This design comes from an exercise in tuning for small area on the open sky130 flow, not from production work.
RTL that was checked went through simulation tests only; none was proved equivalent to the original.
The flow treats the clock pin as an ideal source, which a real chip does not have.
Power figures rest on the tool's default switching activity, not on a simulated workload.

// top_level
module top_level(input logic clk,
                 input logic strobe,
                 input logic data,
                 input logic reset,
                 output logic snes_latch,
                 output logic snes_clk,
                 output logic v_sync,
                 output logic h_sync,
                 output logic [3:0] r,
                 output logic [3:0] g,
                 output logic [3:0] b);
For scale: ~130 flip-flops, roughly 20 I/O pins, ~0.0075 sq mm of cells after synthesis.
clock: 10.0 ns
lec_check: 0
cap_margin: 20
core_margin: 2
core_utilization: 40
slew_margin: 20
standard.sh (not shown) runs the stock make flow with config.mk's settings and CLKGATE_MAP_FILE= SYNTH_SCRIPT=/design/flow/synth_recipe.tcl, a recipe that flattens the netlist after the stock synthesis.
==> flow/flow/run.sh <==
#!/bin/bash
# The standard layout (standard.sh: standard synthesis, floorplan, placement,
# routing) with these changes:
#  - after the floorplan step, combinational cells get their smallest drive strength
#    (flow/downsize.tcl); placement and routing repair size up what needs it;
#  - clock tree: clkbuf_8 buffers only, and no dummy loads at the tree's leaves;
#  - port buffers: the smallest buffer cell.
# Each tool's output goes to a log file here.
set -euo pipefail
export CTS_ARGS="-sink_clustering_enable -repair_clock_nets -dont_use_dummy_load -buf_list sky130_fd_sc_hd__clkbuf_8"
export BUFFER_PORTS_ARGS="-buffer_cell sky130_fd_sc_hd__buf_1"
bash standard.sh floorplan > flow_make_floorplan.log 2>&1
export RES=orfs/results/$FLOW_PLATFORM/top_level/base
openroad -no_init -exit flow/downsize.tcl > flow_downsize.log 2>&1
bash standard.sh finish > flow_make_finish.log 2>&1
==> flow/flow/downsize.tcl <==
# Give every combinational cell of the synthesized netlist the smallest drive strength
# of its kind; the later repair steps size up whatever then needs more drive.
read_db $::env(RES)/2_floorplan.odb
set db [ord::get_db]
set n 0
foreach inst [[ord::get_db_block] getInsts] {
  set mn [[$inst getMaster] getName]
  if {![regexp {^(sky130_fd_sc_hd__[a-z0-9]+)_([0-9]+)$} $mn -> base drv]} { continue }
  if {[regexp {df|dl|clk|tap|fill|decap|conb|diode} $base]} { continue }
  foreach d {0 1 2} {
    if {$d >= $drv} { break }
    set m [$db findMaster ${base}_$d]
    if {$m ne "NULL" && $m ne ""} {
      if {[$inst swapMaster $m]} { incr n }
      break
    }
  }
}
puts "downsized $n cells"
write_db $::env(RES)/2_floorplan.odb
Then changed:
--- a/flow/flow/run.sh
+++ b/flow/flow/run.sh
@@ -4,9 +4,9 @@
 #  - after the floorplan step, combinational cells get their smallest drive strength
 #    (flow/downsize.tcl); placement and routing repair size up what needs it;
-#  - clock tree: clkbuf_8 buffers only, and no dummy loads at the tree's leaves;
+#  - clock tree: clkbuf_4 and clkbuf_8 buffers, and no dummy loads at the tree's leaves;
 #  - port buffers: the smallest buffer cell.
 # Each tool's output goes to a log file here.
 set -euo pipefail
-export CTS_ARGS="-sink_clustering_enable -repair_clock_nets -dont_use_dummy_load -buf_list sky130_fd_sc_hd__clkbuf_8"
+export CTS_ARGS="-sink_clustering_enable -repair_clock_nets -dont_use_dummy_load -buf_list \"sky130_fd_sc_hd__clkbuf_4 sky130_fd_sc_hd__clkbuf_8\""
 export BUFFER_PORTS_ARGS="-buffer_cell sky130_fd_sc_hd__buf_1"
 bash standard.sh floorplan > flow_make_floorplan.log 2>&1
After rerunning: The new run produced a clean layout. Routed wire length is unchanged. Via count stays the same. Count of clock-buffer cells in the layout stays the same. Cell area does not change. Synthesized cell count stays the same. Global-route usage is unchanged. Worst setup slack is unchanged. First-iteration DRC count is unchanged.
Then changed:
==> flow/flow/run.sh (replaced) <==
#!/bin/bash
# Standard layout (the standard.sh: standard synthesis, floorplan, placement,
# routing) with two changes passed to ORFS through its environment variables:
#  - clock tree: small clock buffers and no dummy loads at the tree's leaves;
#  - port buffers: the smallest buffer cell instead of the default choice.
set -euo pipefail
export CTS_ARGS="-sink_clustering_enable -repair_clock_nets -dont_use_dummy_load -buf_list sky130_fd_sc_hd__clkbuf_8"
export BUFFER_PORTS_ARGS="-buffer_cell sky130_fd_sc_hd__buf_1"
bash standard.sh finish > flow_make.log 2>&1
removed: flow/flow/downsize.tcl
The changed run completed without violations. Flip-flop and latch count is unchanged. Setup slack gets better by 210 ps. Register-to-register slack gets better by 210 ps. Core utilization grows by 0.93 points.


## the reference run
top_level, a different RTL version from the one above (not shown whole).
For scale: about 740 cells after synthesis, roughly 20 I/O pins.
clock: 10.0 ns
lec_check: 0
cap_margin: 20
core_margin: 2
core_utilization: 70
place_density: 0.8
slew_margin: 20
==> flow/flow/run.sh <==
#!/bin/bash
# The standard layout (standard.sh) with these changes:
#  - after the standard synthesis, its combinational cells other than the full/half
#    adders are mapped again by ABC for area (flow/reabc.tcl); flip-flops and their
#    names are untouched;
#  - after the floorplan step, combinational cells get their smallest drive strength
#    (flow/downsize.tcl); placement and routing repair size up what needs it;
#  - clock tree: clkbuf_4 buffers, and no dummy loads at the tree's leaves; after CTS
#    the leaf buffers whose clock pins see a slow slew become clkbuf_8 (flow/post_cts.tcl);
#  - port buffers: the smallest buffer cell.
# Each tool's output goes to a log file of its own here.
set -euo pipefail
export CTS_ARGS="-sink_clustering_enable -repair_clock_nets -dont_use_dummy_load -buf_list sky130_fd_sc_hd__clkbuf_4"
export BUFFER_PORTS_ARGS="-buffer_cell sky130_fd_sc_hd__buf_1"
export POST_CTS_TCL=$PWD/flow/post_cts.tcl
RES=orfs/results/$FLOW_PLATFORM/top_level/base
YOSYS=$(command -v yosys || echo "$FLOW_HOME/../tools/install/yosys/bin/yosys")
bash standard.sh synth > flow_make_synth.log 2>&1
cp $RES/1_2_yosys.v $RES/1_2_yosys_standard.v
LIB=$FLOW_HOME/platforms/$FLOW_PLATFORM/lib/sky130_fd_sc_hd__tt_025C_1v80.lib \
  IN=$RES/1_2_yosys_standard.v OUT=$RES/1_2_yosys.v TOP=$FLOW_TOP OUTDIR=. \
  "$YOSYS" -c flow/reabc.tcl > flow_reabc.log 2>&1
bash standard.sh do-1_synth > flow_make_synth_odb.log 2>&1
bash standard.sh floorplan > flow_make_floorplan.log 2>&1
export RES
openroad -no_init -exit flow/downsize.tcl > flow_downsize.log 2>&1
bash standard.sh finish > flow_make_finish.log 2>&1
==> flow/flow/reabc.tcl <==
# Area remap of the standard synthesis's combinational logic.
# The flip-flops and the full/half adder cells of the standard netlist stay as they
# are (kept as black boxes, so their instance names and types do not change); the
# other cells are read as their liberty functions and mapped again by ABC with an
# area-oriented script.
yosys -import
set lib $::env(LIB)
read_liberty -ignore_miss_func $lib
foreach m [split [exec grep -o {sky130_fd_sc_hd__[A-Za-z0-9_]*} $lib | sort -u] "\n"] {
  if {[regexp {__(df|dl|sdf|edf|fa_|ha_|conb)} $m]} { catch {setattr -mod -set blackbox 1 $m} }
}
read_verilog $::env(IN)
hierarchy -top $::env(TOP)
flatten
opt_clean
set dont_use {}
foreach m [split [exec grep -o {sky130_fd_sc_hd__[A-Za-z0-9_]*} $lib | sort -u] "\n"] {
  if {[regexp {lpflow|probe} $m]} { lappend dont_use -dont_use $m }
}
abc -script "+strash;ifraig;dc2;dch,-f;amap;topo" -liberty $lib {*}$dont_use
opt_clean -purge
hilomap -singleton -hicell sky130_fd_sc_hd__conb_1 HI -locell sky130_fd_sc_hd__conb_1 LO
splitnets
insbuf -buf sky130_fd_sc_hd__buf_1 A X
opt_clean -purge
tee -o $::env(OUTDIR)/reabc_stat.txt stat -liberty $lib
write_verilog -noattr -noexpr -nohex -nodec $::env(OUT)
Other scripts of this flow, unchanged in this note and not shown: flow/flow/downsize.tcl, flow/flow/post_cts.tcl
For the trial run, these inputs were changed with respect to the reference run:
==> flow/flow/run.sh <==
#!/bin/bash
# The standard layout (standard.sh) with these changes:
#  - after the standard synthesis, its combinational cells other than the full/half
#    adders are mapped again by ABC for area (flow/reabc.tcl, a few area scripts, the
#    smallest result kept); flip-flops and their names are untouched;
#  - after the floorplan step, combinational cells get their smallest drive strength
#    (flow/downsize.tcl); placement and routing repair size up what needs it;
#  - clock tree: clkbuf_4 buffers, and no dummy loads at the tree's leaves; after CTS
#    the leaf buffers whose clock pins see a slow slew become clkbuf_8 (flow/post_cts.tcl);
#  - port buffers: the smallest buffer cell.
# Each tool's output goes to a log file of its own here.
set -euo pipefail
export CTS_ARGS="-sink_clustering_enable -repair_clock_nets -dont_use_dummy_load -buf_list sky130_fd_sc_hd__clkbuf_4"
export BUFFER_PORTS_ARGS="-buffer_cell sky130_fd_sc_hd__buf_1"
export POST_CTS_TCL=$PWD/flow/post_cts.tcl
RES=orfs/results/$FLOW_PLATFORM/top_level/base
YOSYS=$(command -v yosys || echo "$FLOW_HOME/../tools/install/yosys/bin/yosys")
bash standard.sh synth > flow_make_synth.log 2>&1
cp $RES/1_2_yosys.v $RES/1_2_yosys_standard.v
# try a few ABC area scripts and keep the smallest netlist
best=""; best_area=""
i=0
for s in "+strash;ifraig;dc2;dch,-f;amap;topo" \
         "+strash;ifraig;dc2;dch,-f;amap,-F,5,-A,5;topo" \
         "+strash;ifraig;dc2;resub;dch,-f;amap;topo" \
         "+strash;ifraig;resub;dc2;dch,-f;amap;topo" \
         "+strash;ifraig;dc2;dch;amap;topo" \
         "+strash;ifraig;dc2;dc2;dch,-f;amap;topo"; do
  i=$((i+1))
  mkdir -p reabc_$i
  ABC_SCRIPT="$s" LIB=$FLOW_HOME/platforms/$FLOW_PLATFORM/lib/sky130_fd_sc_hd__tt_025C_1v80.lib \
    IN=$RES/1_2_yosys_standard.v OUT=reabc_$i/netlist.v TOP=$FLOW_TOP OUTDIR=reabc_$i \
    "$YOSYS" -c flow/reabc.tcl > flow_reabc_$i.log 2>&1 || continue
  a=$(awk '/Chip area/ {print $NF}' reabc_$i/reabc_stat.txt | tail -1)
  echo "script $i ($s): area $a" >> flow_reabc_choice.log
  if [[ -n "$a" ]] && { [[ -z "$best_area" ]] || awk -v x="$a" -v y="$best_area" 'BEGIN{exit !(x<y)}'; }; then
    best=$i; best_area=$a
  fi
done
echo "chosen: script $best, area $best_area" >> flow_reabc_choice.log
cp reabc_$best/netlist.v $RES/1_2_yosys.v
bash standard.sh do-1_synth > flow_make_synth_odb.log 2>&1
bash standard.sh floorplan > flow_make_floorplan.log 2>&1
export RES
openroad -no_init -exit flow/downsize.tcl > flow_downsize.log 2>&1
bash standard.sh finish > flow_make_finish.log 2>&1
==> flow/flow/reabc.tcl <==
# Area remap of the standard synthesis's combinational logic.
# The flip-flops and the full/half adder cells of the standard netlist stay as they
# are (kept as black boxes, so their instance names and types do not change); the
# other cells are read as their liberty functions and mapped again by ABC with the
# area-oriented script ABC_SCRIPT.
yosys -import
set lib $::env(LIB)
read_liberty -ignore_miss_func $lib
foreach m [split [exec grep -o {sky130_fd_sc_hd__[A-Za-z0-9_]*} $lib | sort -u] "\n"] {
  if {[regexp {__(df|dl|sdf|edf|fa_|ha_|conb)} $m]} { catch {setattr -mod -set blackbox 1 $m} }
}
read_verilog $::env(IN)
hierarchy -top $::env(TOP)
flatten
opt_clean
set dont_use {}
foreach m [split [exec grep -o {sky130_fd_sc_hd__[A-Za-z0-9_]*} $lib | sort -u] "\n"] {
  if {[regexp {lpflow|probe} $m]} { lappend dont_use -dont_use $m }
}
abc -script $::env(ABC_SCRIPT) -liberty $lib {*}$dont_use
opt_clean -purge
# every remaining cell must be a library cell
select -assert-none {t:$*}
hilomap -singleton -hicell sky130_fd_sc_hd__conb_1 HI -locell sky130_fd_sc_hd__conb_1 LO
splitnets
insbuf -buf sky130_fd_sc_hd__buf_1 A X
opt_clean -purge
tee -o $::env(OUTDIR)/reabc_stat.txt stat -liberty $lib
write_verilog -noattr -noexpr -nohex -nodec $::env(OUT)
--- outcome ---
Going from the reference run to the trial run, met3 wire length grew by more than a quarter.
Route | the trial run vs the reference run | wire longer in the trial run
Sort the reference run and the trial run by final cell count desc -> top: the reference run
On the trial run: setup slack is 0.25 ns higher than what the reference run gave.
Compared with the reference run, in the trial run total number of vias has increased, worst-case reg-to-reg path depth higher.
The share of the cycle needed by the critical path after routing of the trial run is lower than that of the reference run.
Utilization after layout of the trial run is on par with the reference run.
Sort the reference run and the trial run by part of the total power dissipated in combinational logic desc -> top: the reference run
Looking at the reference run and the trial run, the clock edge transition at the registers on the reported setup and hold paths is a wash.
In the reports for the reference run and the trial run, the larger starting density of the core belongs to the reference run.
No functional check of the RTL was part of any run of this note.

==> re-timing with driven ports <==
How much do the figures lean on ideal ports? The routed layouts below were timed once more, with nothing changed but the port constraints.
Step 1 sets driving cells, clkbuf_16 on the clock port and buf_2 on the other inputs (assumed; they add their load-dependent delay and slew).
Step 2, shift: input delay + t, output delay - t, t = (earliest + latest rising clock arrival at the registers) / 2. This alone moves slack from input paths to output paths.
Three values: ideal ports, drivers, drivers and shift; two values: the first two.
run	t (ns)	setup WS [ns]	worst hold slack (ns)	latest minus earliest clock arrival (ns)	worst slew at a driven data input, ns
the first run of note 1	0.462	2.764 / 2.764 / 2.764	0.352 / 0.352 / 0.352	0.028 / 0.028	0.03
the second run of note 1	0.462	2.764 / 2.764 / 2.764	0.352 / 0.352 / 0.352	0.028 / 0.028	0.03
the third run of note 1	0.469	2.975 / 2.975 / 2.975	0.365 / 0.365 / 0.365	0.036 / 0.036	0.03
the reference run	0.431	1.523 / 1.523 / 1.523	0.355 / 0.355 / 0.355	0.034 / 0.034	0.04
the trial run	0.426	1.773 / 1.773 / 1.773	0.347 / 0.347 / 0.347	0.038 / 0.038	0.03
After both steps every run listed still meets setup and hold.
